This design comes from an exercise in tuning for small area, a short achievable clock period and few clock cycles per item on the open sky130 flow, not from production work. The RTL was checked by simulation tests, not by an equivalence proof against the original design. No activity file was given, so power comes from the tool's default toggle rates.

==> flow/design.v <==
module ysyx_divunit (
    input             clk,
    input             rstn,
    input             div_valid,
    input             div_word,
    input             div_sign,
    input             alu_sec,
    input      [63:0] dividend,
    input      [63:0] divisor,
    output            res_rdy,
    output     [63:0] div_res
);
localparam S_IDLE = 3'd0, S_SHIFT = 3'd1, S_ITER = 3'd2, S_NEG = 3'd3, S_DONE = 3'd4;
reg  [2:0]  state;
reg  [63:0] rem;      
reg  [63:0] dn;       
reg  [63:0] quo;      
reg  [5:0]  cnt;      
reg  [5:0]  pa_r, pb_r;   
reg         va_r, na_r;
reg         vb_r, nb_r, sec_r, w_r, cin_r, negq_r, negr_r, done_r;
reg         at_r, bt_r;   
reg  [2:0]  f1, f0;
wire [63:0] a64 = div_word ? {{32{div_sign & dividend[31]}}, dividend[31:0]} : dividend;
wire [63:0] b64 = div_word ? {{32{div_sign & divisor[31]}},  divisor[31:0]}  : divisor;
wire        na  = div_sign & a64[63];
wire        nb  = div_sign & b64[63];
wire [63:0] xa  = a64 ^ {64{na}};    
wire [63:0] xb  = b64 ^ {64{nb}};    
function [14:0] msb64(input [63:0] x);    
    reg [31:0] v1; reg [1*32-1:0] p1;
    reg [15:0] v2; reg [2*16-1:0] p2;
    reg [7:0]  v3; reg [3*8-1:0]  p3;
    reg [3:0]  v4; reg [4*4-1:0]  p4;
    reg [1:0]  v5; reg [5*2-1:0]  p5;
    integer i;
    begin
        for (i = 0; i < 32; i = i + 1) begin
            v1[i] = x[2*i+1] | x[2*i];
            p1[i] = x[2*i+1];
        end
        for (i = 0; i < 16; i = i + 1) begin
            v2[i] = v1[2*i+1] | v1[2*i];
            p2[2*i +: 2] = v1[2*i+1] ? {1'b1, p1[(2*i+1)*1 +: 1]} : {1'b0, p1[(2*i)*1 +: 1]};
        end
        for (i = 0; i < 8; i = i + 1) begin
            v3[i] = v2[2*i+1] | v2[2*i];
            p3[3*i +: 3] = v2[2*i+1] ? {1'b1, p2[(2*i+1)*2 +: 2]} : {1'b0, p2[(2*i)*2 +: 2]};
        end
        for (i = 0; i < 4; i = i + 1) begin
            v4[i] = v3[2*i+1] | v3[2*i];
            p4[4*i +: 4] = v3[2*i+1] ? {1'b1, p3[(2*i+1)*3 +: 3]} : {1'b0, p3[(2*i)*3 +: 3]};
        end
        for (i = 0; i < 2; i = i + 1) begin
            v5[i] = v4[2*i+1] | v4[2*i];
            p5[5*i +: 5] = v4[2*i+1] ? {1'b1, p4[(2*i+1)*4 +: 4]} : {1'b0, p4[(2*i)*4 +: 4]};
        end
        msb64 = {v3, v5[1] | v5[0], v5[1] ? {1'b1, p5[9:5]} : {1'b0, p5[4:0]}};
    end
endfunction
wire [14:0] ma = msb64(xa);
wire [14:0] mb = msb64(xb);
wire [7:0] ab = ma[14:7], bb = mb[14:7];
wire [7:0] ahi;    
genvar gj;
generate
    for (gj = 0; gj < 8; gj = gj + 1) begin : g_ahi
        assign ahi[gj] = |ab[7:gj];
    end
endgenerate
wire       k0e = na ? |(bb[7:1] & ~ahi[6:0]) : |(bb & ~ahi);
wire       bz   = (pb_r == 6'd0) & ~vb_r & ~nb_r;              
wire [6:0] dab  = {1'b0, pa_r} - {1'b0, pb_r};                
wire       k0   = bz | (va_r ? (dab[6] & (~na_r | ~(&dab))) : (~na_r | (pb_r != 6'd0)));
wire [5:0] sdif = va_r ? dab[5:0] + {5'd0, na_r} : 6'd0;
wire        fl = ~nb_r;
wire [5:0]  sh = sdif;
wire [63:0] y0 = quo;
wire [63:0] y1 = sh[0] ? {y0[62:0], {1{fl}}}  : y0;
wire [63:0] y2 = sh[1] ? {y1[61:0], {2{fl}}}  : y1;
wire [63:0] y3 = sh[2] ? {y2[59:0], {4{fl}}}  : y2;
wire [63:0] y4 = sh[3] ? {y3[55:0], {8{fl}}}  : y3;
wire [63:0] y5 = sh[4] ? {y4[47:0], {16{fl}}} : y4;
wire [63:0] y6 = sh[5] ? {y5[31:0], {32{fl}}} : y5;
wire        q;
wire [64:0] sum;
wire        bt = bt_r & ~((state == S_SHIFT) & k0);
add_pfx #(.N(65)) u_add (.a({at_r, rem}), .b({bt, dn}), .ci(cin_r), .s(sum), .co(q));
wire [63:0] t = sum[63:0];
wire        qb = q | (sum[64] & ~at_r);
wire last   = (cnt == 6'd0);
wire s_idle = (state == S_IDLE), s_iter = (state == S_ITER);
wire mvq    = s_iter & last & ~sec_r;                 
wire [63:0] alt = s_idle ? xa : (mvq ? {quo[62:0], qb} : rem);
reg  [2:0] nxt;
always @* begin
    nxt = state;
    case (state)
        S_IDLE:  if (div_valid) nxt = k0e ? S_DONE : S_SHIFT;
        S_SHIFT: nxt = k0 ? S_DONE : S_ITER;
        S_ITER:  if (last) nxt = (negq_r | negr_r) ? S_NEG : S_DONE;
        S_NEG:   nxt = S_DONE;
        default: nxt = S_IDLE;
    endcase
end
wire [5:0] cnt_nxt  = (state == S_SHIFT) ? sdif : cnt - 6'd1;
wire       mvq_nxt  = (nxt == S_ITER) & (cnt_nxt == 6'd0) & ~sec_r;
always @(posedge clk or negedge rstn) begin
    if (!rstn) begin
        state  <= S_IDLE;
        done_r <= 1'b0;
        at_r   <= 1'b0;
        bt_r   <= 1'b0;
    end else begin
        state  <= nxt;
        done_r <= (nxt == S_DONE);
        at_r   <= (nxt == S_SHIFT) | (nxt == S_NEG) | ((nxt == S_ITER) & ~mvq_nxt);
        bt_r   <= (nxt == S_SHIFT) | (nxt == S_NEG);
    end
end
always @(posedge clk) begin
    nb_r   <= nb;
    sec_r  <= alu_sec;
    w_r    <= div_word;
    negq_r <= ~alu_sec & (na ^ nb);
    negr_r <= alu_sec & na;
    na_r   <= na;
    va_r   <= ma[6];
    vb_r   <= mb[6];
    pa_r   <= ma[5:0];
    pb_r   <= mb[5:0];
    dn  <= s_idle ? 64'd0 :
           (state == S_SHIFT) ? (k0 ? {64{1'b1}} : y6) :
           (s_iter & ~last) ? {1'b1, dn[63:1]} : {64{1'b1}};
    quo <= s_idle ? ~xb : (state == S_SHIFT) ? 64'd0 : {quo[62:0], qb};
end
always @(posedge clk) begin
    rem <= q ? t : alt;
    cnt <= cnt_nxt;
    case (state)
        S_IDLE: begin
            cin_r  <= na;
            f1     <= alu_sec ? {~na & ~div_word, ~na, ~na} : 3'b000;
            f0     <= alu_sec ? {na & ~div_word, na, na} : 3'b000;
        end
        S_SHIFT: begin
            cin_r <= ~nb_r;
            if (!k0) begin
                f1 <= 3'b111;
                f0 <= 3'b000;
            end else if (sec_r) begin      
                f1 <= {~na_r & ~w_r, ~na_r, ~na_r};
                f0 <= {na_r & ~w_r, na_r, na_r};
            end else begin                 
                f1 <= {bz & ~na_r & ~w_r, bz & ~na_r, bz};
                f0 <= {bz & ~na_r & ~w_r, bz & ~na_r, bz};
            end
        end
        S_ITER: begin
            if (last) cin_r <= 1'b0;
        end
        S_NEG: begin
            f1 <= 3'b000;
            f0 <= {~w_r, 2'b11};
        end
        default: ;
    endcase
end
genvar gi;
generate
    for (gi = 0; gi < 64; gi = gi + 1) begin : g_out
        localparam integer G = (gi == 0) ? 0 : (gi < 32) ? 1 : 2;
        assign div_res[gi] = rem[gi] ? f1[G] : f0[G];
    end
endgenerate
assign res_rdy = done_r;
endmodule
module add_pfx #(parameter N = 64) (
    input  [N-1:0] a,
    input  [N-1:0] b,
    input          ci,
    output [N-1:0] s,
    output         co
);
localparam M = N + 1;    
reg [M-1:0] g, p;
integer d, i;
always @* begin
    g = {a & b, ci};
    p = {a ^ b, 1'b0};
    for (d = 1; d < M; d = d * 2)
        for (i = M-1; i >= 0; i = i - 1)
            if ((i / d) % 2 == 1) begin
                g[i] = g[i] | (p[i] & g[(i/d)*d - 1]);
                p[i] = p[i] & p[(i/d)*d - 1];
            end
end
assign s  = (a ^ b) ^ g[M-2:0];
assign co = g[M-1];
endmodule
==> flow/flow/run.sh <==
#!/bin/bash
set -euo pipefail
bash standard.sh "BUFFER_PORTS_ARGS=-buffer_cell sky130_fd_sc_hd__buf_1" \
  "CTS_ARGS=-sink_clustering_enable -repair_clock_nets -dont_use_dummy_load" \
  SETUP_SLACK_MARGIN=6.0 TNS_END_PERCENT=10 finish > standard.log 2>&1
==> flow/standard.sh <==
#!/bin/bash
# synth_recipe.tcl (not shown) runs the flow's synth.tcl, then flattens the netlist and writes it again
# the make line also repeats each setting of config.mk as NAME=value (left out here)
make -C /OpenROAD-flow-scripts/flow DESIGN_CONFIG=/design/flow/config.mk WORK_HOME=/design/flow/orfs CLKGATE_MAP_FILE= SYNTH_SCRIPT=/design/flow/synth_recipe.tcl "${@:-finish}"
==> flow/config.mk <==
export PLATFORM = sky130hd
export DESIGN_NAME = ysyx_divunit
export DESIGN_NICKNAME = ysyx_divunit
export VERILOG_FILES = /design/flow/design.v
export SDC_FILE = /design/flow/constraint.sdc
export NUM_CORES = 8
export LEC_CHECK = 0
export CAP_MARGIN = 20
export CORE_MARGIN = 2
export CORE_UTILIZATION = 60
export PLACE_DENSITY = 0.7
export SETUP_SLACK_MARGIN = 5
export SLEW_MARGIN = 20
==> flow/constraint.sdc <==
create_clock -name core_clock -period 10.0 [get_ports {clk}]
set_input_delay 2.0000 -clock core_clock [delete_from_list [all_inputs] [get_ports {clk}]]
set_output_delay 2.0000 -clock core_clock [all_outputs]
set_load 0.01 [all_outputs]
==> results of run 1 <==
layout make-up:
type	instances	area [sq um]
inverters	80	304
fillers	2992	11700
well taps	461	577
multi-input cells	1993	15400
repair inverters	1	5.00
flip-flops and latches	231	5370
clock buffers	26	651
repair buffers	247	1390
diodes	1	2.50
worst reg2reg max path, delay by kind of cell, from the launching register on:
| kind | cells | cell delay, ns |
|---|---|---|
| AOI/OAI and AO/OA | 9 | 1.71 |
| adders and majority gates | 3 | 0.91 |
| muxes | 1 | 0.36 |
| DFF | 1 | 0.35 |
| buffers and inverters | 2 | 0.31 |
| and+or+nand+nor | 2 | 0.21 |
stage by stage:
stage / area [sq um] / setup WS (ns) / utilization [%] / hold WS, ns / power (W)
6_report: 23700 / 5.86 / 67.0 / 0.493 / 0.00908
5_1_grt: 23700 / 5.78 / 67.0 / 0.518 / 0.00961
4_1_cts: 23300 / 5.77 / 65.9 / 0.485 / 0.00877
3_5_place_dp: 22100 / 4.18 / 62.5 / 0.480 / 0.00780
3_3_place_gp: 22100 / 4.41 / 62.5 / 0.483 / 0.00764
2_1_floorplan: 21400 / 5.78 / - / 0.444 / 0.00616
power breakdown:
group,leakage (nW),internal [W],switching [W]
clock network,0.320,0.000453,0.000361
logic,6.96,0.00253,0.00364
registers,2.11,0.00157,0.000521
synth_stat cells (8+ instances only):
cell type,number
o21bai_1,8
o21ai_0,180
and2_1,11
mux2_2,80
and3_1,19
xnor2_1,158
clkbuf_1,107
o211ai_1,16
nand2b_1,26
nand4_1,27
ha_1,73
fa_1,8
a21oi_1,144
nor2b_1,19
inv_1,78
dfxtp_1,154
edfxtp_1,71
nor4_1,16
or2_2,10
nor2_1,155
xor2_1,22
a2111oi_0,8
or3_1,22
o31ai_1,15
a22oi_1,29
buf_2,39
o21a_1,8
nand2_1,183
o22ai_1,11
nor3_1,36
nand3_1,48
a21o_1,27
o221a_2,61
a31oi_1,34
buf_1,21
or4_1,14
mux2i_1,365
a211oi_1,18
timing repair:
item	in CTS	in global routing
setup endpoints to repair	278	266
hold buffers	0	0
resized for setup	56	34
setup buffers	13	15
cloned	9	3
pin swaps	14	20
worst min path at each step:
| stage | start | end | slack (ns) | depth (start not counted) |
|---|---|---|---|---|
| 5_1_grt | quo[61]$_DFF_P_ | quo[62]$_DFF_P_ | 0.52 | 2 |
| 4_1_cts | quo[61]$_DFF_P_ | quo[62]$_DFF_P_ | 0.48 | 2 |
| 3_3_place_gp | quo[61]$_DFF_P_ | quo[62]$_DFF_P_ | 0.48 | 2 |
| 2_1_floorplan | quo[61]$_DFF_P_ | quo[62]$_DFF_P_ | 0.44 | 2 |
| 6_report | quo[61]$_DFF_P_ | quo[62]$_DFF_P_ | 0.49 | 2 |
| 3_5_place_dp | quo[61]$_DFF_P_ | quo[62]$_DFF_P_ | 0.48 | 2 |
metal layers:
layer | wire length, um | GRT usage (%) | vias to the layer above
li1 | - | - | 9466
met4 | 2740 | 12.7 | 4
met2 | 32800 | 59.7 | 1103
met3 | 7010 | 5.67 | 176
met5 | 21 | 0 | -
met1 | 32300 | 54.7 | 9799
placed cells by master (no fill, tap or decap), drive strengths merged, types with 14 or more instances in the layout:
| cell type | n |
|---|---|
| buf | 240 |
| a211oi | 20 |
| nor4 | 17 |
| a21o | 30 |
| nor3 | 37 |
| nor2 | 155 |
| xnor2 | 158 |
| nand4 | 27 |
| and3 | 19 |
| nand2b | 26 |
| o221a | 61 |
| or4 | 14 |
| clkbuf | 29 |
| a22oi | 29 |
| o31ai | 15 |
| a31oi | 35 |
| o21ai | 181 |
| nand3 | 48 |
| dfxtp | 154 |
| mux2i | 365 |
| mux2 | 87 |
| inv | 78 |
| or3 | 22 |
| edfxtp | 71 |
| a21oi | 145 |
| nor2b | 19 |
| xor2 | 22 |
| o211ai | 16 |
| nand2 | 184 |
| ha | 73 |
registers in the layout, indices dropped and copies added, names as in the netlist:
name and flops:
w_r 1, pb_r 6, rem 64, negr_r 1
quo 64, done_r 1, cnt 6, va_r 1
vb_r 1, negq_r 1, f1 3, na_r 1
sec_r 1, at_r 1, state 3, bt_r 1
dn 64, pa_r 6, nb_r 1, cin_r 1
f0 3
cell families after synthesis:
group,after synthesis,share of synthesized area [%]
mux,457,22.3
compound gates,659,21.3
simple gates,609,13.8
flops,231,25.2
fa+ha+maj,81,5.04
xor+xnor,181,7.50
buf+inv,255,4.98
==> results.toml, run 1 <==
[run_status]
run_status = "finished with violations"
failed_checks = "max-capacitance violations, max-slew violations"

[synthesis]
synth_area_leaders = "mux2i_1 (17%), dfxtp_1 (14%), edfxtp_1 (10%)"
avgSynthCellArea_sq_um = 8.62
syn_nets = 2688
ys_seq_area_share_pct = 25.2
synth.largest_area_cell = "mux2i_1"
synth_seq_cells = 231
yosys_warnings = 2
synthCells = 2473
synth.distinct_cells = 92
yosys.area.top_type_share_pct = 17.1
synthFlopType = "dfxtp_1"
netlist_area_sq_um = 21300
async_reset_ff_share_pct = 2.60
synth-edff-count = 71

[placed_design]
place.port_buffers = 198
dpl.hpwl_mm = 54.6
place.gp.congestion = 0.988
dp_cells = 2972

[drt]
drt_first_pass_iters = 6
wire_per_inst_um = 24.6
ant_nets = 0
vias = 20500
drt_iter0_markers = 2092
drc = 0
detail_route.wirelength_mm = 74.8
vias_per_cell = 6.76

[floorplanning]
dieArea_sq_um = 37100
start_util_pct = 60.4
io_pins = 199
fp-row-count = 69
die-height_um = 192
die_x_um = 192
coreArea_sq_um = 35300

[hold_path]
hp-class = "flip-flop to flip-flop"

[cts]
cts_buffers = 26
cts_max_path_buffers = 3
htree_levels = 1
clk_latency_ns = 0.56
cts.sinks = 231
cts_tree = "built"
cts-root-buf = "clkbuf_16"
clk_pin_slew_ns = 0.06

[timing]
fin_crit_sh_pct = 41.4
setup_viol = 0
maxSlewHeadroom_pct = -10.0
maxClockFrequency_mhz = 242
grt_setup_unrepaired = "true"
tns_ns = 0
post-route-min-period_ns = 4.14
skew_ns = 0.0509
tightest_slew_ns = 1.63
slew_violations = 5
final_hold_viol_count = 0

[layout]
final_nets = 2795
drive_gt1_share_pct = 12.0
instances_no_fill = 3040
area_growth_pct = 11.0

[worst_setup_path]
r2r_start = "pb_r[0]$_DFF_P_"
slowest_delay_ns = 0.41
cpLargestDelayFamily = "compound AO/OA/AOI/OAI gates"
worstSetupPathDepth = 11
crit_arrival_ns = 4.52
path_buf_inv = 2
path_class = "input port to flip-flop"
cpMaxStageDelayCell = "a2111o_1"
crit_fanout = 4
startpoint = "div_word"
reg2regPathDepth = 17
cp-start-kind = "input port"
timing.rr.end = "rem[53]$_DFFE_PP_"
rrSetupSlack_ns = 5.93
crit_path_end = "done_r$_DFF_PN0_"
crit_chain = "clkbuf_8 -> buf_12 -> mux2_4 -> a2111o_1 -> a221oi_4 -> o211ai_1 -> a221o_1 -> a211oi_2 -> a22oi_2 -> nand4_1 -> a221oi_2"
cp-end-kind = "flip-flop"
required_ns = 10.39

[global_routing]
antenna_found_initial = 3
grt_pass1_wl_mm = 109
grt_max_degree = 116
grtUsageTotal_pct = 38.5
grt_pass1_vias = 18500
grt.overflow.total = 0

[pwr]
power_density_nw_per_um2 = 384
total_leakage_power_nw = 9.39
vdd.ir_drop.worst_uv = 284

[run]
drv_cap = 1
Testbench counts, summed over its fixed seeds: cycles 36,922, divs 3,200.
==> run 2: changes to the inputs <==
==> flow/flow/run.sh (replaced) <==
#!/bin/bash
set -euo pipefail
bash standard.sh "BUFFER_PORTS_ARGS=-buffer_cell sky130_fd_sc_hd__buf_1" \
  "CTS_ARGS=-sink_clustering_enable -repair_clock_nets -dont_use_dummy_load" \
  SETUP_SLACK_MARGIN=6.0 finish > standard.log 2>&1
==> results.toml, run 2 <==
[run_status]
run_status = "no timing/DRC/antenna violations"

[hold_path]
hold_depth = 2
min-delay-start = "quo[61]$_DFF_P_"
min_delay_worst_endpoint = "quo[62]$_DFF_P_"
hp-class = "flip-flop to flip-flop"

[floorplanning]
start_util_pct = 60.4
fp-row-count = 69
die-height_um = 192
dieArea_sq_um = 37100
coreArea_sq_um = 35300
die_x_um = 192
io_pins = 199

[synthesis]
synth.distinct_cells = 92
synth-edff-count = 71
synth_area_leaders = "mux2i_1 (17%), dfxtp_1 (14%), edfxtp_1 (10%)"
ys_seq_area_share_pct = 25.2
synth.most_common_cell = "mux2i_1"
synthFlopType = "dfxtp_1"
yosys.area.top_type_share_pct = 17.1
netlist_area_sq_um = 21300
synth_seq_cells = 231
async_reset_ff_share_pct = 2.60
synth.largest_area_cell = "mux2i_1"
syn_nets = 2688
netlist_top_cells_count = "mux2i_1 (365), nand2_1 (183), o21ai_0 (180)"
synthCells = 2473
yosys_warnings = 2
avgSynthCellArea_sq_um = 8.62

[cts]
cts_max_path_buffers = 3
cts.sinks = 231
cts-root-buf = "clkbuf_16"
cts_hold_buf = 0
clk_pin_slew_ns = 0.06
htree_levels = 1
cts_tree = "built"
cts_buffers = 27
clk_latency_ns = 0.55

[worst_setup_path]
crit_top_cell = "a211oi_2"
required_ns = 10.45
cp-start-kind = "input port"
timing.rr.end = "rem[0]$_DFFE_PP_"
crit_fanout = 7
rrSetupSlack_ns = 6.08
slowest_delay_ns = 0.65
r2r_start = "rem[8]$_DFFE_PP_"
crit_arrival_ns = 4.45
path_class = "input port to flip-flop"
crit_chain = "buf_1 -> or4_1 -> a211oi_2 -> a21oi_2 -> o211ai_1 -> a221o_1 -> a211oi_2 -> a22oi_2 -> nand4_1 -> a221oi_2"
cpMaxStageDelayCell = "or4_1"
path_buf_inv = 1
cpLargestDelayFamily = "compound AO/OA/AOI/OAI gates"
reg2regPathDepth = 14
cp-end-kind = "flip-flop"

[pwr]
power_density_nw_per_um2 = 382
vdd.ir_drop.worst_uv = 269
total_leakage_power_nw = 9.65

[layout]
mostFrequentLayoutCell = "mux2i_1"
num_antenna_cells = 0
seqCellArea_sq_um = 5370
reg.largest.list = "dn x64, quo x64, rem x64"
multi_input_area_sq_um = 15500
final_nets = 2830
fillers = 2909
drive_gt1_share_pct = 14.0
fin_area_sq_um = 24200
area_growth_pct = 13.5
most-common-layout-cells = "mux2i_1 (356), buf_1 (194), nand2_1 (175)"

[timing]
skew_ns = 0.0178
final_hold_viol_count = 0
slew_violations = 0
tightest_slew_ns = 1.07
post-route-min-period_ns = 4.00
maxSlewHeadroom_pct = 28.5
fin_crit_sh_pct = 40.0
maxClockFrequency_mhz = 250
grt_setup_unrepaired = "true"
setup_viol = 0
tns_ns = 0

[run]
drv_cap = 0

[drt]
detail_route.wirelength_mm = 77.4
drt_iter0_markers = 2155
wire_per_inst_um = 25.2
vias_per_cell = 6.81
ant_nets = 0
drt_first_pass_iters = 6
drc = 0
vias = 20900

[placed_design]
place.port_buffers = 198
placed_area_sq_um = 22100
dpl.hpwl_mm = 54.1
place.gp.congestion = 1.02

[global_routing]
grt_max_degree = 111
grtUsageTotal_pct = 40.3
grt_pass1_vias = 19000
grt_pass1_wl_mm = 114
antenna_found_initial = 0
grt.overflow.total = 0
## run 2: cell counts after synthesis
No cell type changed its count.
## run 2: power by group
group	switching [W]	internal, W	leakage (nW)
clock	0.000383	0.000470	0.333
combinational	0.00380	0.00257	7.21
sequential	0.000456	0.00157	2.11
total	0.00464	0.00461	9.65
## run 2: logic make-up (layout without fill, tap and decap cells)
logic type | count (synthesis) | count (layout) | synth area share, %
AND/OR/NAND/NOR | 609 | 613 | 13.8
AO/OA/AOI/OAI | 659 | 663 | 21.3
adder cells (fa/ha/maj) | 81 | 81 | 5.04
buffers and inverters | 255 | 387 | 4.98
flip-flops | 231 | 231 | 25.2
XOR/XNOR | 181 | 181 | 7.50
multiplexers | 457 | 457 | 22.3
## run 2: cell type report
class                      count  share of cell area (%)
sequential                   231                    22.2
tap                          461                    2.38
inverter                      80                    1.26
multi-input combinational   1995                    64.1
clock buffer                  27                    2.79
timing repair buffer         280                    7.29
## run 2: how the worst max path moves through the flow
stage / start / endpoint / slack (ns) / cells after the start
final: dividend[11] / state[2]$_DFF_PN0_ / 6.00 / 10
after CTS: pa_r[0]$_DFF_P_ / dn[50]$_SDFF_PP0_ / 5.94 / 12
after global routing: dividend[27] / done_r$_DFF_PN0_ / 5.88 / 10
after global placement: div_sign / state[2]$_DFF_PN0_ / 4.56 / 11
after detailed placement: div_sign / state[2]$_DFF_PN0_ / 4.48 / 11
after floorplan: divisor[63] / bt_r$_DFF_PN0_ / 5.78 / 10
## run 2: repair_timing
action,in CTS,in global routing
gates cloned,15,1
hold endpoints to repair,0,0
setup buffers,48,9
gates resized for setup,84,43
pin swaps,26,22
endpoints found under the setup margin,279,174
## run 2: layer usage
| layer | share of wire (%) | global-route usage [%] | up-vias |
|---|---|---|---|
| met1 | 42 | 56.7 | 10000 |
| met3 | 11 | 8.13 | 196 |
| met2 | 43 | 59.9 | 1170 |
| met4 | 4.3 | 16.7 | 0 |
| met5 | 0 | 0 | - |
| li1 | - | - | 9546 |
## run 2: per-stage QoR
| stage | setup WS, ns | cells | power, W | hold slack [ns] | util, % |
|---|---|---|---|---|---|
| floorplan | 5.78 | 2473 | 0.00616 | 0.444 | - |
| global placement | 4.56 | 2974 | 0.00767 | 0.479 | 62.6 |
| detailed placement | 4.48 | 2974 | 0.00780 | 0.480 | 62.6 |
| CTS | 5.94 | 3064 | 0.00896 | 0.488 | 67.8 |
| global route | 5.88 | 3074 | 0.00973 | 0.508 | 68.5 |
| finish | 6.00 | 3074 | 0.00925 | 0.498 | 68.5 |
## run 2: worst reg2reg max path, stage by stage, from the launching register on
cell and delay (ns):
edfxtp_1 0.41, ha_1 0.37, and3_1 0.20, a22o_1 0.25, a311o_1 0.35, o2111ai_4 0.32, a21oi_4 0.15, nor3_4 0.23
o2bb2ai_4 0.17, or2_2 0.31, fa_1 0.39, xnor2_1 0.21, nor2_2 0.09, a21oi_1 0.15, mux2i_1 0.08
==> run 3: changes to the inputs <==
--- a/flow/config.mk
+++ b/flow/config.mk
@@ -5,6 +5,7 @@
 export SDC_FILE = /design/flow/constraint.sdc
 export NUM_CORES = 8
 export LEC_CHECK = 0
+export ABC_AREA = 1
 export CAP_MARGIN = 20
 export CORE_MARGIN = 2
 export CORE_UTILIZATION = 60
==> results.toml, run 3 <==
[synthesis]
ys_seq_area_share_pct = 25.3
synth_area_leaders = "nand2_1 (20%), dfxtp_1 (15%), o21ai_0 (11%)"
syn_nets = 3710
async_reset_ff_share_pct = 2.60
synth.largest_area_cell = "nand2_1"
synth-edff-count = 71
yosys_warnings = 2
synth.distinct_cells = 53
netlist_top_cells_count = "nand2_1 (1,146), o21ai_0 (467), inv_1 (323)"
synth.most_common_cell = "nand2_1"
synthFlopType = "dfxtp_1"
avgSynthCellArea_sq_um = 6.08
netlist_area_sq_um = 21200
yosys.area.top_type_share_pct = 20.2
synth_seq_cells = 231
synthCells = 3495

[timing]
final_hold_viol_count = 0
skew_ns = 0.0528
tns_ns = 0
grt_setup_unrepaired = "true"
slew_violations = 0
finalHoldWorstSlack_ns = 0.491
maxClockFrequency_mhz = 247
post-route-min-period_ns = 4.05
fin_crit_sh_pct = 40.5
maxSlewHeadroom_pct = 32.1
tightest_slew_ns = 1.02
setup_viol = 0

[worst_setup_path]
crit_arrival_ns = 4.43
cpMaxStageDelayCell = "o21ai_0"
path_class = "input port to flip-flop"
slowest_delay_ns = 0.72
path_buf_inv = 9
crit_fanout = 6
cp-start-kind = "input port"
crit_chain = "buf_8 -> buf_12 -> nand2_8 -> buf_12 -> nand3_4 -> buf_12 -> buf_16 -> nand2_1 -> nand2_2 -> inv_1 -> buf_4 -> buf_4 -> buf_4 -> o21ai_0 -> nand2_1 -> nand2_1"
cpLargestDelayFamily = "buffers and inverters"
required_ns = 10.38
cp-end-kind = "flip-flop"

[global_routing]
grt_pass1_wl_mm = 124
grt.overflow.total = 0
grt_max_degree = 114
grtUsageTotal_pct = 43.3
antenna_found_initial = 5
grt_pass1_vias = 22400

[placed_design]
place.port_buffers = 198
dp_cells = 3963
dpl.hpwl_mm = 57.9
place.gp.congestion = 1.02

[run]
drv_cap = 0

[hold_path]
hp-class = "flip-flop to flip-flop"

[drt]
drt_iter0_markers = 3229
vias_per_cell = 6.16
drc = 0
vias = 25300
wire_per_inst_um = 20.5
detail_route.wirelength_mm = 84.4
ant_nets = 0
drt_first_pass_iters = 7

[layout]
fillers = 3011
most-common-layout-cells = "nand2_1 (1,067), o21ai_0 (445), inv_1 (313)"
area_growth_pct = 17.8
reg.largest.list = "dn x64, quo x64, rem x64"
final_nets = 3871
drive_gt1_share_pct = 11.0
seqCellArea_sq_um = 5370
mostFrequentLayoutCell = "nand2_1"
instances_no_fill = 4111
multi_input_area_sq_um = 14500

[pwr]
p_sw_w = 0.00566
seq_power_share_pct = 20.1
p_comb_share_pct = 71.9
internal-power_w = 0.00444
power_density_nw_per_um2 = 404
total_leakage_power_nw = 11.8
p_clk_share_pct = 7.9
vdd.ir_drop.worst_uv = 273
p_sw_share_pct = 56.1

[floorplanning]
dieArea_sq_um = 36900
die-height_um = 192
start_util_pct = 61.2
io_pins = 199
coreArea_sq_um = 34700
fp-row-count = 68
die_x_um = 192

[cts]
htree_levels = 1
cts.sinks = 231
clk_latency_ns = 0.56
cts_tree = "built"
cts-root-buf = "clkbuf_16"
cts_max_path_buffers = 3
clk_pin_slew_ns = 0.07
cts_buffers = 25
cts_hold_buf = 0

[run_status]
run_status = "no timing/DRC/antenna violations"
==> run 3: cell types whose count changed after synthesis, sizes merged, moves of 28 or more <==
cell,change
mux2i,-342
nand2,+971
xnor2,-105
o221a,-61
nor2,+101
nand3,+103
o21ai,+322
mux2,-87
nand4,+55
a22oi,-28
xor2,+31
inv,+254
==> run 3: cell type report <==
type	count	share of cell area (%)
Antenna cell	2	0.0200
Clock buffer	25	2.50
Inverter	336	5.31
Multi-Input combinational cell	2726	57.8
Sequential cell	231	21.4
Tap cell	455	2.28
Timing Repair Buffer	329	10.5
Timing Repair inverter	7	0.190
==> run 3: through the flow <==
stage	worst slack [ns]	instance area [sq um]	power, W	util [%]
2_1_floorplan	6.10	21300	0.00659	-
3_3_place_gp	3.98	21800	0.00822	62.9
3_5_place_dp	3.93	21800	0.00840	62.9
4_1_cts	5.99	23800	0.00959	68.7
5_1_grt	5.87	25000	0.0109	72.1
6_report	5.95	25000	0.0101	72.1
==> run 3: per-layer routing <==
metal	vias to the layer above	global-route usage, %	routed length (um)
met5	-	0	49
met4	6	22.2	5740
met3	358	7.84	9800
met2	1737	66.0	35800
met1	11400	58.3	33100
li1	11800	-	-
==> run 3: path summary, 6_finish.rpt <==
kind	startpoint	to	slack, ns	cells after the start
max	div_word	rem[44]$_DFFE_PP_	5.95	16
min	quo[17]$_DFF_P_	quo[18]$_DFF_P_	0.49	2
max reg2reg	pb_r[0]$_DFF_P_	rem[31]$_DFFE_PP_	6.20	18
min reg2reg	quo[17]$_DFF_P_	quo[18]$_DFF_P_	0.49	2
max in group asynchronous	rstn	state[1]$_DFF_PN0_	8.38	1
min in group asynchronous	rstn	at_r$_DFF_PN0_	1.36	1
==> run 3: timing repair <==
| action | CTS | global route |
|---|---|---|
| cloned | 25 | 12 |
| gates resized for setup | 124 | 182 |
| pin swaps | 23 | 82 |
| endpoints found under the setup margin | 305 | 230 |
| setup buffers | 36 | 48 |
==> run 3: kinds of logic (layout without fill, tap and decap cells) <==
group	after synthesis	in the layout	synth area share (%)
adder cells (fa/ha/maj)	81	81	5.05
XOR/XNOR	106	106	4.44
AND/OR/NAND/NOR	1693	1699	32.7
other	0	2	0
flip-flops	231	231	25.3
buffers and inverters	544	697	10.6
AO/OA/AOI/OAI	817	817	20.9
multiplexers	23	23	1.08
==> run 3: power groups by stage <==
| stage | Clock, W | Sequential (W) | Combinational, W |
|---|---|---|---|
| 3_5_place_dp | 0 | 0.00205 | 0.00635 |
| 5_1_grt | 0.000831 | 0.00207 | 0.00797 |
| 3_3_place_gp | 0 | 0.00203 | 0.00618 |
| 4_1_cts | 0.000796 | 0.00201 | 0.00679 |
| 2_1_floorplan | 0 | 0.00187 | 0.00472 |
| 6_report | 0.000801 | 0.00203 | 0.00727 |
==> run 3: worst reg2reg max path, stage by stage, from the launching register on <==
cell and delay (ns):
dfxtp_1 0.35, ha_1 0.16, inv_1 0.06, fa_1 0.43
a21oi_1 0.16, o21ai_1 0.12, a21oi_1 0.15, nor2_1 0.05
nor3_1 0.15, nand2_1 0.15, a21oi_2 0.21, nor2_1 0.07
ha_1 0.35, a21oi_4 0.22, a21boi_4 0.33, buf_4 0.18
clkbuf_16 0.18, nand2_1 0.19, o21ai_1 0.12
==> run 4: changes to the inputs <==
--- a/flow/config.mk
+++ b/flow/config.mk
@@ -5,10 +5,10 @@
 export SDC_FILE = /design/flow/constraint.sdc
 export NUM_CORES = 8
 export LEC_CHECK = 0
-export ABC_AREA = 1
 export CAP_MARGIN = 20
 export CORE_MARGIN = 2
 export CORE_UTILIZATION = 60
+export GPL_ROUTABILITY_DRIVEN = 0
 export PLACE_DENSITY = 0.7
 export SETUP_SLACK_MARGIN = 5
 export SLEW_MARGIN = 20
==> results.toml, run 4 <==
[global_routing]
grt.overflow.total = 0
grt_pass1_vias = 18900
antenna_found_initial = 1
grtUsageTotal_pct = 39.2
grt_pass1_wl_mm = 112
grt_max_degree = 108

[worst_setup_path]
cp-end-kind = "flip-flop"
cpLargestDelayFamily = "compound AO/OA/AOI/OAI gates"
crit_chain = "clkbuf_16 -> buf_12 -> mux2_4 -> a2111o_1 -> a221oi_4 -> o211ai_1 -> a221o_1 -> a211oi_4 -> a22oi_2 -> nand4_1 -> a221oi_2"
r2r_start = "pb_r[0]$_DFF_P_"
crit_fanout = 4
required_ns = 10.40
cp-start-kind = "input port"
slowest_delay_ns = 0.46
reg2regPathDepth = 12
path_buf_inv = 2
path_class = "input port to flip-flop"
crit_arrival_ns = 4.49
rrSetupSlack_ns = 5.93
timing.rr.end = "dn[54]$_SDFF_PP0_"
cpMaxStageDelayCell = "a2111o_1"

[cts]
cts_buffers = 28
clk_latency_ns = 0.56
cts.sinks = 231
htree_levels = 1
cts_hold_buf = 0
cts_tree = "built"
cts-root-buf = "clkbuf_16"
cts_max_path_buffers = 3
clk_pin_slew_ns = 0.06

[pwr]
p_sw_w = 0.00460
seq_power_share_pct = 22.1
total_leakage_power_nw = 9.66
vdd.ir_drop.worst_uv = 213
internal-power_w = 0.00467
power_density_nw_per_um2 = 382
p_comb_share_pct = 68.6
p_sw_share_pct = 49.6
p_clk_share_pct = 9.3

[run]
drv_cap = 0

[synthesis]
avgSynthCellArea_sq_um = 8.62
netlist_area_sq_um = 21300
synthCells = 2473
async_reset_ff_share_pct = 2.60
netlist_top_cells_count = "mux2i_1 (365), nand2_1 (183), o21ai_0 (180)"
synth.largest_area_cell = "mux2i_1"
synth-edff-count = 71
yosys.area.top_type_share_pct = 17.1
synth_area_leaders = "mux2i_1 (17%), dfxtp_1 (14%), edfxtp_1 (10%)"
ys_seq_area_share_pct = 25.2
synth.distinct_cells = 92
synth.most_common_cell = "mux2i_1"
synthFlopType = "dfxtp_1"
syn_nets = 2688
yosys_warnings = 2
synth_seq_cells = 231

[placed_design]
place.port_buffers = 198
placed_area_sq_um = 22100
dpl.hpwl_mm = 53.4

[floorplanning]
fp-row-count = 69
start_util_pct = 60.4
io_pins = 199
die-height_um = 192
dieArea_sq_um = 37100
coreArea_sq_um = 35300
die_x_um = 192

[drt]
vias_per_cell = 6.85
drt_iter0_markers = 2866
route.met3.wl_mm = 8.47
wl_met2_mm = 32.7
met1Wirelength_mm = 31.2
detail_route.wirelength_mm = 76.3
ant_nets = 0
vias = 21100
drc = 0
wire_per_inst_um = 24.8
highest_layer = "met5"
drt_first_pass_iters = 6

[layout]
final_nets = 2829
mostFrequentLayoutCell = "mux2i_1"
fin_util_pct = 68.7
fin_area_sq_um = 24300
area_growth_pct = 13.9
most-common-layout-cells = "mux2i_1 (355), buf_1 (194), nand2_1 (175), o21ai_0 (175), xnor2_1 (156)"
drive_gt1_share_pct = 14.2
reg.largest.list = "dn x64, quo x64, rem x64"
num_antenna_cells = 0

[timing]
final_hold_viol_count = 0
slew_violations = 0
tightest_slew_ns = 1.04
post-route-min-period_ns = 4.09
finalHoldWorstSlack_ns = 0.506
grt_setup_unrepaired = "true"
maxSlewHeadroom_pct = 30.5
skew_ns = 0.0387
fin_crit_sh_pct = 40.9
maxClockFrequency_mhz = 245
setup_viol = 0
tns_ns = 0

[hold_path]
min-delay-start = "quo[61]$_DFF_P_"
min_delay_worst_endpoint = "quo[62]$_DFF_P_"
hold_depth = 2
hp-class = "flip-flop to flip-flop"

[run_status]
run_status = "no timing/DRC/antenna violations"
-- run 4: repair_timing --
| action | in CTS | in global routing |
|---|---|---|
| buffers inserted | 31 | 25 |
| cloned | 12 | 4 |
| gates resized for setup | 82 | 53 |
| endpoints found under the hold margin | 0 | 0 |
| pin swaps | 18 | 27 |
| setup endpoints to repair | 290 | 201 |
-- run 4: worst max-delay path by stage --
stage	start	end	slack (ns)	depth (start not counted)
5_1_grt	pb_r[0]$_DFF_P_	dn[46]$_SDFF_PP0_	5.81	11
6_report	div_word	done_r$_DFF_PN0_	5.91	11
3_3_place_gp	dividend[63]	state[2]$_DFF_PN0_	4.37	10
2_1_floorplan	divisor[63]	bt_r$_DFF_PN0_	5.78	10
4_1_cts	div_sign	done_r$_DFF_PN0_	5.83	12
3_5_place_dp	dividend[63]	done_r$_DFF_PN0_	4.19	10
-- run 4: final cells by class --
type / instances / area [sq um]
Clock buffer: 28 / 701
Timing Repair inverter: 1 / 7.51
Multi-Input combinational cell: 1993 / 15500
Timing Repair Buffer: 279 / 1810
Tap cell: 461 / 577
Sequential cell: 231 / 5370
Inverter: 80 / 304
Fill cell: 2862 / 11000
-- run 4: stage by stage --
stage	cells	setup WS, ns	total power, W
floorplan	2473	5.78	0.00616
global placement	2972	4.37	0.00761
detailed placement	2972	4.19	0.00774
CTS	3043	5.83	0.00890
global route	3073	5.81	0.00977
finish	3073	5.91	0.00928
-- run 4: power by group through the flow --
stage | Combinational, W | Clock, W | Sequential (W)
3_3_place_gp | 0.00552 | 0 | 0.00210
5_1_grt | 0.00680 | 0.000893 | 0.00208
2_1_floorplan | 0.00434 | 0 | 0.00182
4_1_cts | 0.00597 | 0.000863 | 0.00206
3_5_place_dp | 0.00564 | 0 | 0.00210
6_report | 0.00636 | 0.000861 | 0.00205
-- run 4: logic make-up (layout without fill, tap and decap cells) --
family / count (synthesis) / after routing / share of synthesized area [%]
and+or+nand+nor: 609 / 611 / 13.8
adders and majority gates: 81 / 81 / 5.04
DFF: 231 / 231 / 25.2
AOI/OAI and AO/OA: 659 / 663 / 21.3
muxes: 457 / 457 / 22.3
buffers and inverters: 255 / 388 / 4.98
xor gates and xnor gates: 181 / 181 / 7.50
-- run 4: routing by layer --
metal | vias up | global-route usage [%]
met5 | - | 0
met4 | 2 | 15.9
met3 | 254 | 5.76
met2 | 1381 | 60.0
met1 | 9886 | 55.2
li1 | 9536 | -
-- run 4: tightest hold or removal path, cell delays in order (launching register included) --
cell     delay [ns]
dfxtp_1        0.35
nand2_1        0.07
nand2_1        0.04
==> run 5: changes to the inputs <==
--- a/flow/config.mk
+++ b/flow/config.mk
@@ -7,8 +7,7 @@
 export LEC_CHECK = 0
 export CAP_MARGIN = 20
 export CORE_MARGIN = 2
-export CORE_UTILIZATION = 60
-export GPL_ROUTABILITY_DRIVEN = 0
-export PLACE_DENSITY = 0.7
+export CORE_UTILIZATION = 70
+export PLACE_DENSITY = 0.8
 export SETUP_SLACK_MARGIN = 5
 export SLEW_MARGIN = 20
==> results.toml, run 5 <==
[run_status]
run_status = "no timing/DRC/antenna violations"

[drt]
drt_iter0_markers = 3778
route.met3.wl_mm = 12.0
vias = 22400
drc = 0
drt_first_pass_iters = 13
met1Wirelength_mm = 29.6
detail_route.wirelength_mm = 82.2
highest_layer = "met5"
ant_nets = 0
wire_per_inst_um = 27.5
wl_met2_mm = 34.7
vias_per_cell = 7.49

[timing]
grt_setup_unrepaired = "true"
tightest_slew_ns = 1.23
skew_ns = 0.0261
maxClockFrequency_mhz = 217
maxSlewHeadroom_pct = 17.3
tns_ns = 0
post-route-min-period_ns = 4.61
setup_viol = 0
slew_violations = 0
final_hold_viol_count = 0
timing.final.ws_setup_ns = 5.39
fin_crit_sh_pct = 46.1

[synthesis]
synth-edff-count = 71
netlist_top_cells_count = "mux2i_1 (365), nand2_1 (183), o21ai_0 (180)"
syn_nets = 2688
synth_area_leaders = "mux2i_1 (17%), dfxtp_1 (14%), edfxtp_1 (10%)"
avgSynthCellArea_sq_um = 8.62
synth.largest_area_cell = "mux2i_1"
synth.most_common_cell = "mux2i_1"
synth.distinct_cells = 92
synthCells = 2473
async_reset_ff_share_pct = 2.60
synth_seq_cells = 231
synthFlopType = "dfxtp_1"
netlist_area_sq_um = 21300
ys_seq_area_share_pct = 25.2
yosys.area.top_type_share_pct = 17.1
yosys_warnings = 2

[pwr]
power_density_nw_per_um2 = 404
vdd.ir_drop.worst_uv = 196
power_w = 0.00969
total_leakage_power_nw = 9.54

[layout]
area_growth_pct = 12.5
drive_gt1_share_pct = 13.3
mostFrequentLayoutCell = "mux2i_1"
instances_no_fill = 2990
final_nets = 2812
reg.largest.list = "dn x64, quo x64, rem x64"
most-common-layout-cells = "mux2i_1 (361), buf_1 (193), o21ai_0 (177)"
seqCellArea_sq_um = 5370
multi_input_area_sq_um = 15500
fillers = 1917
fin_util_pct = 80.5

[global_routing]
grt_max_degree = 115
grt.overflow.total = 0
grt_pass1_vias = 20100
grtUsageTotal_pct = 47.6
grt_pass1_wl_mm = 117
antenna_found_initial = 4

[cts]
cts_tree = "built"
clk_pin_slew_ns = 0.06
htree_levels = 1
cts_hold_buf = 0
cts_buffers = 26
cts.sinks = 231
cts-root-buf = "clkbuf_16"
cts_max_path_buffers = 3
clk_latency_ns = 0.55

[floorplanning]
die-height_um = 179
die_x_um = 179
coreArea_sq_um = 29800
start_util_pct = 71.5
dieArea_sq_um = 31900
fp-row-count = 63
io_pins = 199

[worst_setup_path]
cpLargestDelayFamily = "multiplexers"
cpMaxStageDelayCell = "mux2i_1"
reg2regPathDepth = 13
crit_fanout = 33
crit_arrival_ns = 5.05
path_class = "flip-flop to flip-flop"
required_ns = 10.43
crit_chain = "inv_1 -> ha_1 -> inv_1 -> fa_1 -> ha_4 -> nand2_8 -> mux2i_1 -> mux2i_1 -> mux2i_1 -> mux2i_1 -> mux2i_1 -> mux2i_1 -> o221a_2"
timing.rr.end = "dn[50]$_SDFF_PP0_"
crit_top_cell = "mux2i_1"
r2r_start = "pa_r[0]$_DFF_P_"
slowest_delay_ns = 0.78
cp-start-kind = "flip-flop"
path_buf_inv = 2
rrSetupSlack_ns = 5.39
cp-end-kind = "flip-flop"

[hold_path]
min-delay-start = "quo[42]$_DFF_P_"
hold_depth = 2
hp-class = "flip-flop to flip-flop"
min_delay_worst_endpoint = "quo[43]$_DFF_P_"

[placed_design]
dpl.hpwl_mm = 54.7
place.gp.congestion = 1.04
place.port_buffers = 198
pre_cts_ws_ns = 4.44
dp_cells = 2901

[run]
drv_cap = 0
## run 5: cell counts after synthesis
No cell type changed its count.
## run 5: worst max path at each step
stage / slack (ns) / startpoint / end / cells past startpoint
CTS: 5.91 / div_word / state[0]$_DFF_PN0_ / 11
global placement: 4.48 / div_word / state[2]$_DFF_PN0_ / 13
floorplan: 5.78 / divisor[63] / bt_r$_DFF_PN0_ / 10
global route: 5.46 / pa_r[0]$_DFF_P_ / dn[50]$_SDFF_PP0_ / 13
finish: 5.39 / pa_r[0]$_DFF_P_ / dn[50]$_SDFF_PP0_ / 13
detailed placement: 4.44 / div_word / state[2]$_DFF_PN0_ / 13
## run 5: cells by family (layout without fill, tap and decap cells)
logic type               Yosys count  in the layout  share of synthesized area, %
AND/OR/NAND/NOR                  609            611                          13.8
multiplexers                     457            457                          22.3
other                              0              5                             0
AO/OA/AOI/OAI                    659            663                          21.3
buffers and inverters            255            371                          4.98
flip-flops                       231            231                          25.2
XOR/XNOR                         181            181                          7.50
adder cells (fa/ha/maj)           81             81                          5.04
## run 5: area by class of cell
type / instances / area share, %
diodes: 5 / 0.0522
clock buffers: 26 / 2.71
inverters: 80 / 1.27
multi-input cells: 1993 / 64.7
flip-flops and latches: 231 / 22.4
well taps: 390 / 2.03
repair buffers: 264 / 6.80
repair inverters: 1 / 0.0313
## run 5: tightest hold or removal path: cells and delay by family, from the launching register on
| kind | cells | cell delay (ns) |
|---|---|---|
| DFF | 1 | 0.34 |
| and+or+nand+nor | 1 | 0.07 |
| AOI/OAI and AO/OA | 1 | 0.06 |
## run 5: per-stage QoR
| stage | area, sq um | hold WS, ns |
|---|---|---|
| 5_1_grt | 24000 | 0.531 |
| 4_1_cts | 23500 | 0.499 |
| 3_3_place_gp | 22000 | 0.478 |
| 3_5_place_dp | 22000 | 0.502 |
| 2_1_floorplan | 21400 | 0.444 |
| 6_report | 24000 | 0.502 |
## run 5: report_power, final
part           switching, W  total [W]  internal, W
sequential         0.000501    0.00207      0.00157
combinational       0.00417    0.00679      0.00261
clock              0.000377   0.000830     0.000453
total               0.00505    0.00969      0.00464
## run 5: metal layers
metal / global-route usage (%) / up-vias
li1: - / 9495
met2: 72.1 / 2063
met1: 61.9 / 10300
met5: 0 / -
met4: 25.8 / 4
met3: 12.4 / 521
## run 5: timing repair
action                                 CTS  global route
cloned                                  12             2
setup endpoints to repair              277           227
pin swaps                               24            22
gates resized for setup                 81            54
buffers inserted                        26            18
endpoints found under the hold margin    0             0
==> run 6: changes to the inputs <==
==> flow/flow/run.sh (replaced) <==
#!/bin/bash
set -euo pipefail
bash standard.sh "BUFFER_PORTS_ARGS=-buffer_cell sky130_fd_sc_hd__buf_1" \
  "CTS_ARGS=-sink_clustering_enable -repair_clock_nets -dont_use_dummy_load" \
  SETUP_SLACK_MARGIN=5.75 finish > standard.log 2>&1
--- a/flow/config.mk
+++ b/flow/config.mk
@@ -7,7 +7,7 @@
 export LEC_CHECK = 0
 export CAP_MARGIN = 20
 export CORE_MARGIN = 2
-export CORE_UTILIZATION = 70
-export PLACE_DENSITY = 0.8
+export CORE_UTILIZATION = 60
+export PLACE_DENSITY = 0.7
 export SETUP_SLACK_MARGIN = 5
 export SLEW_MARGIN = 20
==> results.toml, run 6 <==
[run_status]
run_status = "no timing/DRC/antenna violations"

[placed_design]
dpl.hpwl_mm = 54.1
pre_cts_ws_ns = 4.23
place.gp.congestion = 0.977
place.port_buffers = 198

[layout]
most-common-layout-cells = "mux2i_1 (363), buf_1 (195), o21ai_0 (178)"
fin_util_pct = 66.3
reg.largest.list = "dn x64, quo x64, rem x64"
final_nets = 2787
area_growth_pct = 9.84
num_antenna_cells = 0
mostFrequentLayoutCell = "mux2i_1"
drive_gt1_share_pct = 11.0

[timing]
tightest_slew_ns = 1.43
post-route-min-period_ns = 4.18
fin_crit_sh_pct = 41.8
skew_ns = 0.0226
timing.final.ws_setup_ns = 5.82
final_hold_viol_count = 0
slew_violations = 0
setup_viol = 0
finalHoldWorstSlack_ns = 0.501
maxSlewHeadroom_pct = 3.95
grt_setup_unrepaired = "true"
tns_ns = 0
maxClockFrequency_mhz = 239

[cts]
cts_max_path_buffers = 3
clk_pin_slew_ns = 0.06
htree_levels = 1
cts_tree = "built"
clk_latency_ns = 0.54
cts.sinks = 231
cts_buffers = 27
cts-root-buf = "clkbuf_16"

[drt]
ant_nets = 0
drc = 0
vias = 20400
detail_route.wirelength_mm = 73.0
vias_per_cell = 6.72
drt_iter0_markers = 2319
drt_first_pass_iters = 6
wire_per_inst_um = 24.1

[floorplanning]
coreArea_sq_um = 35300
die-height_um = 192
io_pins = 199
die_x_um = 192
fp-row-count = 69
dieArea_sq_um = 37100
start_util_pct = 60.4

[worst_setup_path]
path_buf_inv = 3
cpMaxStageDelayCell = "or3_1"
cp-end-kind = "flip-flop"
required_ns = 10.41
crit_arrival_ns = 4.59
path_class = "input port to flip-flop"
crit_top_cell = "a31oi_1"
cpLargestDelayFamily = "compound AO/OA/AOI/OAI gates"
crit_fanout = 15
slowest_delay_ns = 0.43
cp-start-kind = "input port"
crit_chain = "clkbuf_2 -> buf_12 -> mux2_4 -> nand2_2 -> clkinvlp_4 -> or3_1 -> a31oi_1 -> o211ai_1 -> a31oi_1 -> o31ai_1 -> o21ai_0 -> nand2_1"

[synthesis]
yosys.area_share.xor_xnor_pct = 7.50
synth_seq_cells = 231
synth_top_family_by_area = "multiplexers"
synthMuxAreaShare_pct = 22.3
synthFlopType = "dfxtp_1"
syn_nets = 2688
netlist_area_sq_um = 21300
synthAdderAreaFrac_pct = 5.04
synth-compound-area-share_pct = 21.3
synth-edff-count = 71
synthCells = 2473
async_reset_ff_share_pct = 2.60
yosys_warnings = 2
avgSynthCellArea_sq_um = 8.62
synthSimpleGateAreaFrac_pct = 13.8
ys_seq_area_share_pct = 25.2
synth.largest_area_cell = "mux2i_1"
yosys.area.top_type_share_pct = 17.1
synth.distinct_cells = 92
netlist_top_cells_count = "mux2i_1 (365), nand2_1 (183), o21ai_0 (180)"
synth.most_common_cell = "mux2i_1"
synth_area_leaders = "mux2i_1 (17%), dfxtp_1 (14%), edfxtp_1 (10%)"

[global_routing]
use_met3_pct = 5.20
grtUsageTotal_pct = 37.8
grt_pass1_vias = 18600
antenna_found_initial = 1
grt_max_degree = 113
grt_busiest_layer = "met2"
grt_use_met1_pct = 54.4
grt_pass1_wl_mm = 108
met2_usage_pct = 57.8
grt.overflow.total = 0

[hold_path]
hp-class = "flip-flop to flip-flop"

[pwr]
total_leakage_power_nw = 9.32
power_w = 0.00898
power_density_nw_per_um2 = 384
vdd.ir_drop.worst_uv = 220

[run]
drv_cap = 0
-- run 6: power breakdown --
group | leakage, nW | switching (W) | total (W) | internal (W)
logic | 6.88 | 0.00361 | 0.00608 | 0.00247
clock network | 0.333 | 0.000368 | 0.000837 | 0.000469
registers | 2.11 | 0.000498 | 0.00207 | 0.00157
total | 9.32 | 0.00447 | 0.00898 | 0.00451
-- run 6: cell type report --
| type | count | area (sq um) |
|---|---|---|
| Multi-Input combinational cell | 1992 | 15200 |
| Fill cell | 3111 | 11900 |
| Sequential cell | 231 | 5370 |
| Timing Repair Buffer | 239 | 1260 |
| Clock buffer | 27 | 676 |
| Tap cell | 461 | 577 |
| Inverter | 80 | 304 |
| Timing Repair inverter | 1 | 7.51 |
-- run 6: timing repair --
| action | 4_1_cts | 5_1_grt |
|---|---|---|
| setup buffers | 7 | 13 |
| setup endpoints to repair | 175 | 156 |
| pin swaps | 4 | 9 |
| cloned | 8 | 2 |
| resized for setup | 39 | 30 |
| hold buffers | 0 | 0 |
-- run 6: per-layer routing --
layer  up-vias  routed length [um]
met1      9741               32000
met2      1005               31400
met3       170                6770
li1       9450                   -
met5         -                  11
met4         2                2870
-- run 6: logic make-up after synthesis --
family,count (synthesis)
AOI/OAI and AO/OA,659
xor gates and xnor gates,181
adders and majority gates,81
buffers and inverters,255
DFF,231
muxes,457
and+or+nand+nor,609
-- run 6: tightest hold or removal path, delay by kind of cell (launching register included) --
kind | cells | cell delay, ns
DFF | 1 | 0.33
and+or+nand+nor | 1 | 0.06
AOI/OAI and AO/OA | 1 | 0.06
-- run 6: worst paths after layout --
kind / from / to / slack (ns) / cells after the start
max: div_word / pb_r[0]$_DFF_P_ / 5.82 / 12
min reg2reg: quo[18]$_DFF_P_ / quo[19]$_DFF_P_ / 0.50 / 2
min: quo[18]$_DFF_P_ / quo[19]$_DFF_P_ / 0.50 / 2
min in group asynchronous: rstn / state[1]$_DFF_PN0_ / 1.32 / 1
max reg2reg: pa_r[0]$_DFF_P_ / dn[50]$_SDFF_PP0_ / 5.82 / 13
max in group asynchronous: rstn / state[0]$_DFF_PN0_ / 8.43 / 1
-- run 6: metrics by stage --
stage	area, sq um	cells
floorplan	21300	2473
global placement	22100	2974
detailed placement	22100	2974
CTS	23100	3016
global route	23400	3031
finish	23400	3031
==> run 7: changes to the inputs <==
==> flow/flow/run.sh (replaced) <==
#!/bin/bash
set -euo pipefail
bash standard.sh "BUFFER_PORTS_ARGS=-buffer_cell sky130_fd_sc_hd__buf_1" \
  "CTS_ARGS=-sink_clustering_enable -repair_clock_nets -dont_use_dummy_load" \
  SETUP_SLACK_MARGIN=6.0 RECOVER_POWER=20 finish > standard.log 2>&1
==> results.toml, run 7 <==
[pwr]
seq_power_share_pct = 21.8
power_w = 0.00931
vdd.ir_drop.worst_uv = 269
power_density_nw_per_um2 = 387
p_sw_w = 0.00463
p_clk_share_pct = 9.2
total_leakage_power_nw = 9.57
p_comb_share_pct = 69.0
p_sw_share_pct = 49.8
internal-power_w = 0.00468

[floorplanning]
start_util_pct = 60.4
coreArea_sq_um = 35300
io_pins = 199
dieArea_sq_um = 37100
die_x_um = 192
fp-row-count = 69
die-height_um = 192

[worst_setup_path]
r2r_start = "pa_r[0]$_DFF_P_"
crit_fanout = 66
cp-end-kind = "flip-flop"
path_class = "flip-flop to flip-flop"
startpoint = "pa_r[0]$_DFF_P_"
required_ns = 10.43
crit_arrival_ns = 7.09
cp-start-kind = "flip-flop"
rrSetupSlack_ns = 3.34
reg2regPathDepth = 13
crit_path_end = "dn[47]$_SDFF_PP0_"
timing.rr.end = "dn[47]$_SDFF_PP0_"

[synthesis]
ys_seq_area_share_pct = 25.2
synth.distinct_cells = 92
async_reset_ff_share_pct = 2.60
yosys.area.top_type_share_pct = 17.1
yosys_warnings = 2
avgSynthCellArea_sq_um = 8.62
synth.largest_area_cell = "mux2i_1"
netlist_area_sq_um = 21300
netlist_top_cells_count = "mux2i_1 (365), nand2_1 (183), o21ai_0 (180)"
synth_seq_cells = 231
synthFlopType = "dfxtp_1"
synth.most_common_cell = "mux2i_1"
synthCells = 2473
synth_area_leaders = "mux2i_1 (17%), dfxtp_1 (14%), edfxtp_1 (10%)"
syn_nets = 2688
synth-edff-count = 71

[drt]
ant_nets = 0
drt_first_pass_iters = 6
drt_iter0_markers = 2274
drc = 0
wire_per_inst_um = 25.1
detail_route.wirelength_mm = 77.3
vias = 21000
vias_per_cell = 6.82

[layout]
fin_util_pct = 68.0
num_antenna_cells = 0
most-common-layout-cells = "mux2i_1 (356), buf_1 (192), nand2_1 (178)"
drive_gt1_share_pct = 13.4
area_growth_pct = 12.7
reg.largest.list = "dn x64, quo x64, rem x64"
instances_no_fill = 3074
final_nets = 2830
mostFrequentLayoutCell = "mux2i_1"

[global_routing]
antenna_found_initial = 0
grtUsageTotal_pct = 40.3
grt.overflow.total = 0
grt_pass1_vias = 19000
grt_pass1_wl_mm = 114
grt_max_degree = 111

[placed_design]
place.port_buffers = 198
dp_cells = 2974
dpl.hpwl_mm = 54.1
place.gp.congestion = 1.02

[timing]
final_hold_viol_count = 0
fin_crit_sh_pct = 66.6
setup_viol = 0
maxClockFrequency_mhz = 150
maxSlewHeadroom_pct = -177
post-route-min-period_ns = 6.66
slew_violations = 418
tns_ns = 0
skew_ns = 0.0185
tightest_slew_ns = 4.15
finalHoldWorstSlack_ns = 0.489
grt_setup_unrepaired = "true"

[run_status]
failed_checks = "max-capacitance violations, max-slew violations"
run_status = "finished with violations"

[cts]
htree_levels = 1
cts-root-buf = "clkbuf_16"
cts_max_path_buffers = 3
cts_buffers = 27
clk_latency_ns = 0.55
cts.sinks = 231
cts_tree = "built"
cts_hold_buf = 0
clk_pin_slew_ns = 0.06

[hold_path]
hp-class = "flip-flop to flip-flop"

[run]
drv_cap = 7
==> run 7: cell counts after synthesis <==
Identical to the previous run, type by type.
==> run 7: timing repair <==
item | 4_1_cts | 5_1_grt
buffers inserted | 48 | 9
pin swaps | 26 | 22
gates cloned | 15 | 1
setup endpoints to repair | 279 | 174
gates resized for setup | 84 | 43
==> run 7: worst min path at each step <==
stage,from,end,cells after the start
floorplan,quo[61]$_DFF_P_,quo[62]$_DFF_P_,2
global placement,quo[61]$_DFF_P_,quo[62]$_DFF_P_,2
detailed placement,quo[61]$_DFF_P_,quo[62]$_DFF_P_,2
CTS,quo[61]$_DFF_P_,quo[62]$_DFF_P_,2
global route,quo[59]$_DFF_P_,quo[60]$_DFF_P_,2
finish,quo[61]$_DFF_P_,quo[62]$_DFF_P_,2
==> run 7: cell families (layout without fill, tap and decap cells) <==
logic type / after synthesis / in the layout / share of synthesized area (%)
AOI/OAI and AO/OA: 659 / 663 / 21.3
xor gates and xnor gates: 181 / 181 / 7.50
adders and majority gates: 81 / 81 / 5.04
buffers and inverters: 255 / 387 / 4.98
DFF: 231 / 231 / 25.2
muxes: 457 / 457 / 22.3
and+or+nand+nor: 609 / 613 / 13.8
==> run 7: through the flow <==
| step | worst slack (ns) | instance area (sq um) |
|---|---|---|
| 2_1_floorplan | 5.78 | 21400 |
| 3_3_place_gp | 4.56 | 22100 |
| 3_5_place_dp | 4.48 | 22100 |
| 4_1_cts | 5.94 | 23900 |
| 5_1_grt | 2.98 | 24000 |
| 6_report | 3.34 | 24000 |
==> run 7: power by group through the flow <==
| stage | clock [W] | combinational (W) | sequential (W) |
|---|---|---|---|
| after global routing | 0.000891 | 0.00685 | 0.00207 |
| after CTS | 0.000851 | 0.00610 | 0.00201 |
| after detailed placement | 0 | 0.00571 | 0.00209 |
| final | 0.000856 | 0.00643 | 0.00203 |
| after global placement | 0 | 0.00559 | 0.00207 |
| after floorplan | 0 | 0.00434 | 0.00182 |
==> run 7: final cells by class <==
cell class / count / area (sq um)
timing repair buffer: 280 / 1650
tap: 461 / 577
multi-input combinational: 1995 / 15500
fill: 2932 / 11300
sequential: 231 / 5370
inverter: 80 / 304
clock buffer: 27 / 676
==> run 7: routing by layer <==
layer	share of wire, %	vias up	GRT usage (%)	routed length, um
li1	-	9558	-	-
met1	42	10000	56.7	32600
met2	43	1183	59.9	32900
met3	11	221	8.13	8290
met4	4.6	0	16.7	3570
met5	0	-	0	0
==> run 7: critical path, stage by stage (launching register included) <==
cell,delay [ns]
dfxtp_1,0.31
inv_1,0.04
ha_1,0.20
inv_1,0.07
fa_1,0.46
ha_1,0.23
nand2_1,0.28
and4b_1,0.27
o21ai_4,0.11
clkbuf_1,2.92
nor2_2,0.48
a21oi_1,0.58
mux2i_1,0.27
o221a_2,0.32
==> run 8: changes to the inputs <==
==> flow/flow/run.sh (replaced) <==
#!/bin/bash
set -euo pipefail
bash standard.sh "BUFFER_PORTS_ARGS=-buffer_cell sky130_fd_sc_hd__buf_1" \
  "CTS_ARGS=-sink_clustering_enable -repair_clock_nets -dont_use_dummy_load" \
  SETUP_SLACK_MARGIN=6.0 SKIP_LAST_GASP=1 finish > standard.log 2>&1
==> results.toml, run 8 <==
[synthesis]
async_reset_ff_share_pct = 2.60
yosys_warnings = 2
synthFlopType = "dfxtp_1"
synth_seq_cells = 231
ys_seq_area_share_pct = 25.2
synth-edff-count = 71
netlist_area_sq_um = 21300
synth_area_leaders = "mux2i_1 (17%), dfxtp_1 (14%), edfxtp_1 (10%)"
avgSynthCellArea_sq_um = 8.62
synth.most_common_cell = "mux2i_1"
syn_nets = 2688
netlist_top_cells_count = "mux2i_1 (365), nand2_1 (183), o21ai_0 (180)"
synth.largest_area_cell = "mux2i_1"
synthCells = 2473
yosys.area.top_type_share_pct = 17.1
synth.distinct_cells = 92

[hold_path]
min-delay-start = "quo[61]$_DFF_P_"
min_delay_worst_endpoint = "quo[62]$_DFF_P_"
hp-class = "flip-flop to flip-flop"
hold_depth = 2

[drt]
drc = 0
highest_layer = "met4"
vias_per_cell = 6.81
detail_route.wirelength_mm = 77.4
drt_first_pass_iters = 6
ant_nets = 0
met1Wirelength_mm = 32.8
route.met3.wl_mm = 8.21
vias = 20900
drt_iter0_markers = 2155
wl_met2_mm = 33.0
wire_per_inst_um = 25.2

[floorplanning]
die_x_um = 192
start_util_pct = 60.4
coreArea_sq_um = 35300
io_pins = 199
die-height_um = 192
fp-row-count = 69
dieArea_sq_um = 37100

[global_routing]
grt.overflow.total = 0
grt_max_degree = 111
grt_pass1_wl_mm = 114
grt_pass1_vias = 19000
antenna_found_initial = 0
grtUsageTotal_pct = 40.3

[worst_setup_path]
crit_top_cell = "a211oi_2"
r2r_start = "rem[8]$_DFFE_PP_"
cpMaxStageDelayCell = "or4_1"
rrSetupSlack_ns = 6.08
cp-start-kind = "input port"
crit_chain = "buf_1 -> or4_1 -> a211oi_2 -> a21oi_2 -> o211ai_1 -> a221o_1 -> a211oi_2 -> a22oi_2 -> nand4_1 -> a221oi_2"
cp-end-kind = "flip-flop"
reg2regPathDepth = 14
crit_arrival_ns = 4.45
path_buf_inv = 1
path_class = "input port to flip-flop"
cpLargestDelayFamily = "compound AO/OA/AOI/OAI gates"
required_ns = 10.45
timing.rr.end = "rem[0]$_DFFE_PP_"
slowest_delay_ns = 0.65
startpoint = "dividend[11]"
crit_fanout = 7

[layout]
num_antenna_cells = 0
mostFrequentLayoutCell = "mux2i_1"
instances_no_fill = 3074
reg.largest.list = "dn x64, quo x64, rem x64"
fillers = 2909
drive_gt1_share_pct = 14.0
final_nets = 2830
most-common-layout-cells = "mux2i_1 (356), buf_1 (194), nand2_1 (175)"
area_growth_pct = 13.5

[timing]
maxSlewHeadroom_pct = 28.5
grt_setup_unrepaired = "true"
maxClockFrequency_mhz = 250
fin_crit_sh_pct = 40.0
tns_ns = 0
setup_viol = 0
tightest_slew_ns = 1.07
slew_violations = 0
skew_ns = 0.0178
final_hold_viol_count = 0
timing.final.ws_setup_ns = 6.00
post-route-min-period_ns = 4.00

[pwr]
power_density_nw_per_um2 = 382
vdd.ir_drop.worst_uv = 269
total_leakage_power_nw = 9.65

[run]
drv_cap = 0

[placed_design]
dp_cells = 2974
place.port_buffers = 198
dpl.hpwl_mm = 54.1
place.gp.congestion = 1.02
pre_cts_ws_ns = 4.48

[cts]
htree_levels = 1
cts_max_path_buffers = 3
cts_tree = "built"
cts_buffers = 27
cts-root-buf = "clkbuf_16"
cts_hold_buf = 0
cts.sinks = 231
clk_latency_ns = 0.55
clk_pin_slew_ns = 0.06

[run_status]
run_status = "no timing/DRC/antenna violations"
## run 8: cell count changes in the layout (fill, tap and decap cells not counted), sizes merged
cell    before  now
bufbuf       5    6
buf        261  270
clkbuf      41   31
## run 8: per-layer routing
layer  GRT usage (%)  vias up
met3            8.13      196
met1            56.7    10000
met2            59.9     1170
met5               0        -
li1                -     9546
met4            16.7        0
## run 8: what timing repair did
action / 4_1_cts / 5_1_grt
gates resized for setup: 84 / 43
buffers inserted: 48 / 9
pin swaps: 26 / 22
endpoints found under the setup margin: 279 / 174
cloned: 15 / 1
## run 8: area by class of cell
class | instances | area [sq um] | share of cell area (%)
flip-flops and latches | 231 | 5370 | 22.2
multi-input cells | 1995 | 15500 | 64.1
inverters | 80 | 304 | 1.26
well taps | 461 | 577 | 2.38
repair buffers | 280 | 1760 | 7.29
clock buffers | 27 | 676 | 2.79
## run 8: how the worst max path moves through the flow
| stage | to | slack [ns] | cells after the start |
|---|---|---|---|
| 2_1_floorplan | bt_r$_DFF_PN0_ | 5.78 | 10 |
| 3_3_place_gp | state[2]$_DFF_PN0_ | 4.56 | 11 |
| 3_5_place_dp | state[2]$_DFF_PN0_ | 4.48 | 11 |
| 4_1_cts | dn[50]$_SDFF_PP0_ | 5.94 | 12 |
| 5_1_grt | done_r$_DFF_PN0_ | 5.88 | 10 |
| 6_report | state[2]$_DFF_PN0_ | 6.00 | 10 |
## run 8: per-stage QoR
stage	hold WS, ns	cell area (sq um)	power, W	utilization (%)
after detailed placement	0.480	22100	0.00780	62.6
after global routing	0.508	24200	0.00973	68.5
final	0.498	24200	0.00925	68.5
after floorplan	0.444	21400	0.00616	-
after global placement	0.479	22100	0.00767	62.6
after CTS	0.488	23900	0.00896	67.8
## run 8: power breakdown
| group | leakage [nW] | switching [W] | internal (W) | total (W) |
|---|---|---|---|---|
| combinational | 7.21 | 0.00380 | 0.00257 | 0.00637 |
| sequential | 2.11 | 0.000456 | 0.00157 | 0.00202 |
| clock | 0.333 | 0.000383 | 0.000470 | 0.000854 |
## run 8: worst register-to-register path, stage by stage, from the launching register on
cell and delay (ns):
edfxtp_1 0.41, ha_1 0.37, and3_1 0.20, a22o_1 0.25, a311o_1 0.35, o2111ai_4 0.32, a21oi_4 0.15, nor3_4 0.23
o2bb2ai_4 0.17, or2_2 0.31, fa_1 0.39, xnor2_1 0.21, nor2_2 0.09, a21oi_1 0.15, mux2i_1 0.08
## run 8: cells by family after synthesis
family | synth area share, %
multiplexers | 22.3
buffers and inverters | 4.98
flip-flops | 25.2
adder cells (fa/ha/maj) | 5.04
XOR/XNOR | 7.50
AO/OA/AOI/OAI | 21.3
AND/OR/NAND/NOR | 13.8

[static timing again, ports no longer ideal]
No port has a modelled driver above. Below, the same layouts with a new extraction and two added sets of constraints.
Step 1 assumes that a clkbuf_16 drives the clock port and a buf_2 every other input.
Step 2 also shifts input and output timing later by t, the mid clock arrival at the registers, as if the neighbouring blocks saw the same clock.
Three values: ideal, step 1, step 2; two values: the first two.
run	t (ns)	slack for setup (ns)	hold slack, ns
run 1	0.593	5.863 / 5.851 / 5.301	0.493 / 0.493 / 0.493
run 2	0.598	6.002 / 6.035 / 5.437	0.498 / 0.498 / 0.498
run 3	0.588	5.946 / 5.915 / 5.328	0.491 / 0.491 / 0.491
run 4	0.597	5.912 / 5.931 / 5.335	0.506 / 0.506 / 0.506
run 5	0.588	5.385 / 5.385 / 5.385	0.502 / 0.502 / 0.502
run 6	0.591	5.819 / 5.824 / 5.264	0.501 / 0.501 / 0.501
run 7	0.597	3.342 / 3.342 / 2.800	0.489 / 0.489 / 0.489
run 8	0.598	6.002 / 6.035 / 5.437	0.498 / 0.498 / 0.498
For run 3, which loses most, drivers alone change the setup slack by -0.031 ns; drivers and shift together by -0.618 ns.
